Source: an optimization exercise on an open RTL-to-GDS flow (aim: small area and a short achievable clock period). Production flows keep margins and buffers that such runs may drop.
Where RTL was checked, it was by simulation tests only, not by an equivalence proof against the original.
Power figures rest on the tool's default switching activity, not on a simulated workload.

ember:
==> flow/design.v (excerpt) <==
module conv3x3_fp32(
    input         clk,
    input         resetn,
    input         valid_in,
    input  [31:0] data,
    input  [31:0] w1, w2, w3, w4, w5, w6, w7, w8, w9,
    output        valid_out,
    output [31:0] data_out
);
Size: about 4600 flip-flops, roughly 360 I/O pins, roughly 0.28 mm² of cells after synthesis.
Settings: LEC_CHECK=0, CAP_MARGIN=30, CORE_MARGIN=2, CORE_UTILIZATION=55, CTS_CLUSTER_DIAMETER=80, CTS_CLUSTER_SIZE=35, SETUP_SLACK_MARGIN=4.4, SLEW_MARGIN=20; clock period 8.0 ns.
standard.sh (not shown) runs the stock make flow with config.mk's settings and CLKGATE_MAP_FILE= SYNTH_SCRIPT=/design/flow/synth_recipe.tcl, a recipe that flattens the netlist after the stock synthesis.
==> flow/flow/run.sh <==
#!/bin/bash
set -euo pipefail
export BUFFER_PORTS_ARGS="-buffer_cell sky130_fd_sc_hd__buf_4"
bash standard.sh > standard_flow.log 2>&1
Relative to ember, the following input files were edited for fjord:
- CTS_CLUSTER_SIZE: 35 -> 30
- CTS_CLUSTER_DIAMETER: 80 -> 60
Results
- Taking ember as the reference point, the worst slew margin relative to its limit of fjord falls by 4.7 points.
- fjord ran to completion and came out clean on the timing, DRC and antenna checks.
- Layout buffer count excluding clock buffers (fjord vs. ember) decreases slightly
- fjord ends up with a number of buffers and inverters on the critical path that is 1 lower than in ember.
- Post-route cell area went up slightly going from ember to fjord.
- fjord ended up with in -> reg as its critical path class; ember ended up with reg -> reg.
- As far as aggregate routed wire length is concerned, fjord and ember perform about the same.

* * *

Starting RTL as in the previous note.
clock: 8.0 ns
lec_check: 0
cap_margin: 5
core_margin: 2
core_utilization: 55
setup_slack_margin: 4.4
slew_margin: 5
Scripts as last shown in full above: flow/flow/run.sh
The baseline produced a layout that fails on capacitance limit, slew limit.
Rerun with:
CAP_MARGIN = 30   (was 5)
SLEW_MARGIN = 20   (was 5)
Now the flow passed the timing, DRC and antenna checks.
Sequential power barely changes.
Power is about the same.
Non-clock buffer count grows by 36.
Count of clock-buffer cells in the layout shrinks by 31.
Wire length went down by 0.40%.
Synthesized cell count does not change.
Critical path depth falls by 3.
Fmax came out lower by 0.44%.
Rerun with:
SETUP_SLACK_MARGIN = 4.2   (was 4.4)
Outcome:
- The changed run produced a clean layout
- flip-flop and latch count stays the same
- first-iteration DRC count grows by 2.3%
- design area shrinks by 2.1%
- clock skew grows by 0.0070 ns

* * *

## v6
conv3x3_fp32, a different RTL version from the one above (not shown whole).
Size: about 28000 cells after synthesis, roughly 5800 flip-flops, about 310000 sq um of cells after synthesis.
Settings: LEC_CHECK=0, CAP_MARGIN=30, CORE_MARGIN=2, CORE_UTILIZATION=55, SETUP_SLACK_MARGIN=4.2, SLEW_MARGIN=20; clock period 8.0 ns.
Scripts as last shown in full above: flow/flow/run.sh
Here is what was changed in the inputs of v7 compared with v6.
==> flow/run.sh (new file) <==
#!/bin/bash
# synth_recipe.tcl (not shown) runs the flow's synth.tcl, then flattens the netlist and writes it again
# the make line also repeats each setting of config.mk as NAME=value (left out here)
make -C /OpenROAD-flow-scripts/flow DESIGN_CONFIG=/design/flow/config.mk WORK_HOME=/design/flow/orfs CLKGATE_MAP_FILE= SYNTH_SCRIPT=/design/flow/synth_recipe.tcl finish
removed: flow/flow/run.sh
removed: flow/standard.sh
## What came out
In summary, v7 completed successfully, with a layout that passed the timing, DRC and antenna checks.
Diff v7..v6 | deepest clock path buffer count | unchanged
Total via count in the routed design: v7 vs v6 up 2543
In the flow results for v7 and v6, the signed area change from the synthesized netlist to the final layout is larger on v7.
In the final reports, the cell area of v7 is larger than that of v6.
v6 → v7: count of cells resized by post-cts repair now sits higher, wire length moved up, depth of the worst hold-timing path flat.
On fraction of area in clock buffers and inverters, v7 and v6 are neck and neck.
Function was not checked in any run of this note: the RTL went through the layout flow alone.

* * *

conv3x3_fp32, a different RTL version from the one above (not shown whole).
Size: about 28,000 cells after synthesis, roughly 5,500 flip-flops, roughly 360 I/O pins.
==> flow/config.mk <==
export PLATFORM = sky130hd
export DESIGN_NAME = conv3x3_fp32
export DESIGN_NICKNAME = conv3x3_fp32
export VERILOG_FILES = /design/flow/design.v
export SDC_FILE = /design/flow/constraint.sdc
export NUM_CORES = 8
export LEC_CHECK = 0
export CAP_MARGIN = 30
export CORE_MARGIN = 2
export CORE_UTILIZATION = 55
export SETUP_SLACK_MARGIN = 4.2
export SLEW_MARGIN = 20
==> flow/constraint.sdc <==
create_clock -name core_clock -period 8.0 [get_ports {clk}]
set_input_delay 1.6000 -clock core_clock [delete_from_list [all_inputs] [get_ports {clk}]]
set_output_delay 1.6000 -clock core_clock [all_outputs]
set_load 0.01 [all_outputs]
run.sh (not shown) runs the stock make flow with config.mk's settings and CLKGATE_MAP_FILE= SYNTH_SCRIPT=/design/flow/synth_recipe.tcl, a recipe that flattens the netlist after the stock synthesis.
Stock flow here: none of the scripts above is used.
Edit:
==> flow/flow/run.sh (new file) <==
#!/bin/bash
set -euo pipefail
export BUFFER_PORTS_ARGS="-buffer_cell sky130_fd_sc_hd__buf_4"
bash standard.sh > standard_flow.log 2>&1
==> flow/standard.sh (new file) <==
#!/bin/bash
# synth_recipe.tcl (not shown) runs the flow's synth.tcl, then flattens the netlist and writes it again
# the make line also repeats each setting of config.mk as NAME=value (left out here)
make -C /OpenROAD-flow-scripts/flow DESIGN_CONFIG=/design/flow/config.mk WORK_HOME=/design/flow/orfs CLKGATE_MAP_FILE= SYNTH_SCRIPT=/design/flow/synth_recipe.tcl "${@:-finish}"
removed: flow/run.sh
Register-to-register slack barely changes.
Final area is lower by 1.1%.
Worst hold slack improves by 3.3 ps.
Total power barely changes.
Worst setup slack loses 21 ps.
Wire length fell by 0.54%.
Critical path depth stays the same.
Edit:
- SETUP_SLACK_MARGIN: 4.2 -> 4.6
Effect:
- The new run completed with no timing, DRC or antenna violations
- wire length rises by 3.6%
- clock power is about the same
- utilization came out higher by 3.0 points
- power climbs by 3.2%
- synthesized cell count stays the same
- via count went up by 2.0%
- clock skew hardly moves
- die area does not change
- non-clock buffer count grows by 501
- design area increases by 4.8%
- maximum frequency went down by 1.5%

* * *

Setup of run A:
conv3x3_fp32, a different RTL version from the one above (not shown whole).
For scale: roughly 28,000 cells after synthesis, ~5,900 flip-flops.
==> flow/config.mk <==
export PLATFORM = sky130hd
export DESIGN_NAME = conv3x3_fp32
export DESIGN_NICKNAME = conv3x3_fp32
export VERILOG_FILES = /design/flow/design.v
export SDC_FILE = /design/flow/constraint.sdc
export NUM_CORES = 8
export LEC_CHECK = 0
export CAP_MARGIN = 30
export CORE_MARGIN = 2
export CORE_UTILIZATION = 55
export CTS_BUF_LIST = sky130_fd_sc_hd__clkbuf_4
export SETUP_SLACK_MARGIN = 4.2
export SLEW_MARGIN = 20
==> flow/constraint.sdc <==
create_clock -name core_clock -period 8.0 [get_ports {clk}]
set_input_delay 1.6000 -clock core_clock [delete_from_list [all_inputs] [get_ports {clk}]]
set_output_delay 1.6000 -clock core_clock [all_outputs]
set_load 0.01 [all_outputs]
Stock flow here: none of the scripts above is used.
Inputs modified between run A and run B:
Settings: CTS_BUF_LIST: sky130_fd_sc_hd__clkbuf_4 -> sky130_fd_sc_hd__clkbuf_8.
Results
Relative to run A, the detailed-route via count measured on run B has decreased slightly. For layout clock buffer count, dividing the value from run A by the value from run B gives 1.9. Looking at pin slew with the least headroom to its limit, run B sits 0.0034 ns above run A. Run B: no failed stages, no open violations at the end. When run B is set beside run A, its post-route clock period utilization turns out to be 2.3 points smaller.
Inputs modified between run B and run C:
Settings: CTS_BUF_LIST removed (was sky130_fd_sc_hd__clkbuf_8).
Results
- In the final reports, the cell area of run C is larger than that of run B.
- Changes observed in run C relative to run B: initial antenna violation count rose by about 2%; total area of sequential cells stayed essentially flat; core occupancy in the finished layout rose by 0.28 points.
- Non-clock inverter instance count of the final layout essentially unchanged between run C and run B.
- For total area of multi-input combinational cells, run B and run C come out practically identical.
- From run B to run C the numbers moved as follows: global-route wire length before repair has increased; combinational share of power lost 0.4 points; post-CTS setup buffer count went up about 150%; maximum frequency higher; fraction of layout cells with a size suffix above 1 lost 0.95 points.

* * *

RTL: one of the versions met above, not the one the previous note started from.
Size: roughly 28000 cells after synthesis, about 4600 flip-flops, about 360 I/O pins, roughly 280000 sq um of cells after synthesis.
export LEC_CHECK = 0
export CAP_MARGIN = 30
export CORE_MARGIN = 2
export CORE_UTILIZATION = 55
export SETUP_SLACK_MARGIN = 4.6
export SLEW_MARGIN = 20
create_clock -name core_clock -period 8.0 [get_ports {clk}]
standard.sh (not shown) runs the stock make flow with config.mk's settings and CLKGATE_MAP_FILE= SYNTH_SCRIPT=/design/flow/synth_recipe.tcl, a recipe that flattens the netlist after the stock synthesis.
==> flow/flow/run.sh <==
#!/bin/bash
set -euo pipefail
export BUFFER_PORTS_ARGS="-buffer_cell sky130_fd_sc_hd__buf_4"
bash standard.sh > standard_flow.log 2>&1
Then changed:
CTS_CLUSTER_DIAMETER = 90   (was default)
CTS_CLUSTER_SIZE = 28   (was default)
SETUP_SLACK_MARGIN = 4.4   (was 4.6)
After rerunning: Cell count came out lower by 2.9%. Hold slack improved by 0.0065 ns. Non-clock buffer count fell by 499. Design area is lower by 6.5%.
Then changed:
CTS_CLUSTER_DIAMETER = 80   (was 90)
CTS_CLUSTER_SIZE = 30   (was 28)
After rerunning: The changed run passed the timing, DRC and antenna checks; wire length stays flat; hold slack is worse by 0.0048 ns; power rose by 1.8%; combinational power is about the same; clock skew rose by 0.022 ns; die area stays the same; area after synthesis is unchanged; global-route usage barely changes; cell area rose by 0.78%; via count is about the same; register-to-register slack is better by 0.03 ns.
Then changed:
CTS_CLUSTER_DIAMETER = default   (was 80)
CTS_CLUSTER_SIZE = default   (was 30)
TNS_END_PERCENT = 10   (was default)
After rerunning: The new run completed without violations. Maximum frequency is lower by 3.3%. Sequential power barely changes. Sequential share of layout area barely changes. Worst hold slack degrades by 0.017 ns. Global-route usage stays flat. Setup slack got worse by 0.12 ns. Synthesized cell count stays the same. Flip-flop and latch count is unchanged. Count of clock-buffer cells in the layout came out higher by 319. Final cell count increases by 0.96%. Clock skew shrinks by 0.0061 ns.
Then changed:
CTS_CLUSTER_DIAMETER = 80   (was default)
CTS_CLUSTER_SIZE = 30   (was default)
SETUP_SLACK_MARGIN = 4.2   (was 4.4)
TNS_END_PERCENT = default   (was 10)
Outcome: Die area is unchanged; sequential power hardly moves; wire length goes down by 1.4%; clock power went down by 29%; maximum frequency hardly moves; total power drops by 5.4%; hold slack improves by 0.032 ns; cell area fell by 2.0%.
Then changed:
CTS_CLUSTER_DIAMETER = default   (was 80)
CTS_CLUSTER_SIZE = default   (was 30)
SETUP_SLACK_MARGIN = 4.8   (was 4.2)
Outcome:
- power increases by about a fifth
- worst setup slack improves by 0.14 ns
- final cell count increases by a few percent
- wire length climbs by roughly a tenth
- synthesized area does not change
- via count rises by a few percent
- synthesized cell count is unchanged
- cell area is higher by roughly a tenth
- clock-buffer cell count is higher by 304
- fmax increases by a few percent
- critical path depth goes up by 3

* * *

Setup of yarrow:
Another version of the RTL of conv3x3_fp32 (not shown whole).
Size in the first run: roughly 4700 flip-flops, ~360 I/O pins, ~280000 um2 of cells after synthesis.
clock: 8.0 ns
lec_check: 0
cap_margin: 30
core_margin: 2
core_utilization: 55
setup_slack_margin: 4.5
slew_margin: 20
run.sh (not shown) runs the stock make flow with config.mk's settings and CLKGATE_MAP_FILE= SYNTH_SCRIPT=/design/flow/synth_recipe.tcl, a recipe that flattens the netlist after the stock synthesis.
Stock flow here: none of the scripts above is used.
What xenon does differently from yarrow at the input level:
- SETUP_SLACK_MARGIN: 4.5 -> unset
- CORE_UTILIZATION: 55 -> 45
==> comparison <==
- NOTE number of placement rows yarrow->xenon increased by more than 10%
- Delta(peak clock frequency supported by timing, xenon - yarrow) < 0
- yarrow -> xenon: number of instances in the synthesized netlist delta 0, exact match
- Count of placed standard cells in the final layout, fillers left out was higher in xenon than in yarrow.

* * *

Setup of the reference run:
RTL: one of the versions met above, not the one the previous note started from.
Size in the first run: about 280000 um^2 of cells after synthesis.
==> flow/config.mk <==
export PLATFORM = sky130hd
export DESIGN_NAME = conv3x3_fp32
export DESIGN_NICKNAME = conv3x3_fp32
export VERILOG_FILES = /design/flow/design.v
export SDC_FILE = /design/flow/constraint.sdc
export NUM_CORES = 8
export LEC_CHECK = 0
export CAP_MARGIN = 30
export CORE_MARGIN = 2
export CORE_UTILIZATION = 55
export CTS_CLUSTER_DIAMETER = 100
export CTS_CLUSTER_SIZE = 25
export SETUP_SLACK_MARGIN = 4.4
export SLEW_MARGIN = 20
==> flow/constraint.sdc <==
create_clock -name core_clock -period 8.0 [get_ports {clk}]
set_input_delay 1.6000 -clock core_clock [delete_from_list [all_inputs] [get_ports {clk}]]
set_output_delay 1.6000 -clock core_clock [all_outputs]
set_load 0.01 [all_outputs]
standard.sh (not shown) runs the stock make flow with config.mk's settings and CLKGATE_MAP_FILE= SYNTH_SCRIPT=/design/flow/synth_recipe.tcl, a recipe that flattens the netlist after the stock synthesis.
Scripts as last shown in full above: flow/flow/run.sh
Edits applied to the flow inputs when going from the reference run to the trial run:
Settings: changing SETUP_SLACK_MARGIN from 4.4 to 4.2; removing CTS_CLUSTER_DIAMETER (formerly 100); setting PLACE_DENSITY to 0.72 for the first time; removing CTS_CLUSTER_SIZE (formerly 25).
## What came out
Between the reference run and the trial run, the flow reports clock tree buffer count of the final layout increasing by more than half. Delta (the trial run minus the reference run): depth of the critical timing path with buffers and inverters included increased 2, layout overhead on the synthesized area moved up, portion of total power attributed to the clock network now sits higher. From the reference run to the trial run the numbers moved as follows: post-route standard cell area excluding fillers now sits higher, maximum frequency now sits lower. [compare] base=the reference run new=the trial run: final cell count higher; delay of the slowest critical-path stage roughly the same.

* * *

Setup of job 2716:
conv3x3_fp32, a different RTL version from the one above (not shown whole).
For scale: about 360 I/O pins, about 310000 um2 of cells after synthesis.
clock: 8.0 ns
lec_check: 0
cap_margin: 30
core_margin: 2
core_utilization: 55
setup_slack_margin: 4.8
slew_margin: 20
run.sh (not shown) runs the stock make flow with config.mk's settings and CLKGATE_MAP_FILE= SYNTH_SCRIPT=/design/flow/synth_recipe.tcl, a recipe that flattens the netlist after the stock synthesis.
Stock flow here: none of the scripts above is used.
Job 2716: done, clean on timing, DRC and antenna
> inputs changed (job 2716 -> job 6913)
- a change of SETUP_SLACK_MARGIN from 4.8 to 4.0
- a change of CORE_UTILIZATION from 55 to 65
==> comparison <==
Comparing amount of wire on met2 after detailed routing for job 6913 and job 2716, the bigger number came from job 2716.
Total detailed-routing wirelength: higher on job 2716
Area growth from synthesis to layout delta for job 6913 relative to job 2716: 11 points lower
Diff job 6913..job 2716 | met3 routed wirelength | negligible
Comparing job 6913 and job 2716, the lower final hold slack was measured on job 2716.
Job 6913 falls short of job 2716 in minimum period implied by the final worst setup slack.
Compared with job 2716, job 6913 ends up with less cell area.
Final routed wire length divided by cell count: job 6913 vs job 2716 down 3.9%
Cell-internal power for job 6913: 13% down relative to job 2716
| smallest setup slack after layout | job 6913 vs job 2716 | worse |
Input changes introduced in job 2829 (baseline for comparison: job 6913):
- CORE_UTILIZATION now 55, was 65
--- outcome ---
Job 2829 vs. job 6913: routed length on met1 now larger; remaining max-slew budget at the tightest pin increased 5.0 points; mean routed wirelength per cell has decreased. Job 2829 vs job 6913 on number of CTS-inserted buffers: job 2829 is the higher one. On routed wire length, job 2829 does worse than job 6913. Going from job 6913 to job 2829, cell row count shows an increase of 22, power shows an increase of about 0.64%, via-per-instance ratio shows a reduction of 5.1%, first-pass GRT wire length shows an increase of about 2.7%. Comparing the two runs side by side, job 2829 comes out ahead of job 6913 on worst hold slack.
## Diff of input files: job 7144 against job 2829
- SETUP_SLACK_MARGIN: 4.0 -> 3.6
## What came out
Side by side, combinational share of power turned out lower in job 7144 than in job 2829. For overall via count from detail_route, job 2829 and job 7144 come out practically identical. Measured against each other, job 2829 and job 7144 differ in core utilization, the higher figure coming from job 2829.

## re-timing with driven ports
In the flow no input, the clock included, has a driving cell. The finished layouts below were timed again as built, in two steps.
Step 1 sets driving cells, clkbuf_16 on the clock port and buf_2 on the other inputs (assumed; they add their load-dependent delay and slew).
Step 2 adds t to the input delays and takes it off the output delays; t is the mean of the earliest and latest rising clock arrival at the registers after step 1. Input paths then give back, and output paths get back, about the clock's delay inside the block.
Slacks: ideal / step 1 / step 2; pairs: ideal / step 1.
run	shift t [ns]	setup slack, ns	slew at the worst register clock pin (ns)
ember	1.087	4.399 / 4.328 / 3.240	0.12 / 0.12
fjord	1.139	4.396 / 4.335 / 3.195	0.11 / 0.11
the first run of note 2	1.151	4.425 / 4.329 / 3.178	0.07 / 0.07
the second run of note 2	1.144	4.409 / 4.338 / 3.194	0.07 / 0.07
the third run of note 2	1.157	4.287 / 4.287 / 3.211	0.08 / 0.08
v6	1.227	4.172 / 4.168 / 2.941	0.07 / 0.07
v7	1.212	4.197 / 4.140 / 2.929	0.07 / 0.07
the first run of note 4	1.219	4.201 / 4.136 / 2.917	0.07 / 0.07
the second run of note 4	1.208	4.180 / 4.138 / 2.929	0.07 / 0.07
the third run of note 4	1.223	4.122 / 4.112 / 2.889	0.07 / 0.07
run A	1.906	4.016 / 3.935 / 2.029	0.08 / 0.08
run B	1.457	4.199 / 4.145 / 2.688	0.07 / 0.07
run C	1.215	4.223 / 4.170 / 2.955	0.08 / 0.08
the first run of note 6	1.144	4.337 / 4.333 / 3.189	0.07 / 0.07
the second run of note 6	1.113	4.360 / 4.327 / 3.215	0.11 / 0.11
the third run of note 6	1.091	4.386 / 4.350 / 3.258	0.11 / 0.11
the fourth run of note 6	1.142	4.262 / 4.262 / 3.237	0.07 / 0.07
the fifth run of note 6	1.091	4.254 / 4.254 / 3.253	0.12 / 0.12
the sixth run of note 6	1.145	4.390 / 4.390 / 3.263	0.08 / 0.08
yarrow	1.188	3.580 / 3.580 / 3.580	0.07 / 0.07
xenon	1.211	2.133 / 2.133 / 2.133	0.07 / 0.07
the reference run	1.111	4.371 / 4.272 / 3.161	0.11 / 0.11
the trial run	1.141	4.276 / 4.276 / 3.307	0.07 / 0.07
job 2716	1.220	4.061 / 4.061 / 3.827	0.07 / 0.07
job 6913	1.192	4.043 / 4.043 / 3.736	0.07 / 0.07
job 2829	1.216	4.107 / 4.107 / 3.429	0.07 / 0.07
job 7144	1.217	3.770 / 3.770 / 3.457	0.07 / 0.07
For run A, which loses most, drivers alone change the setup slack by -0.081 ns; drivers and shift together by -1.987 ns.
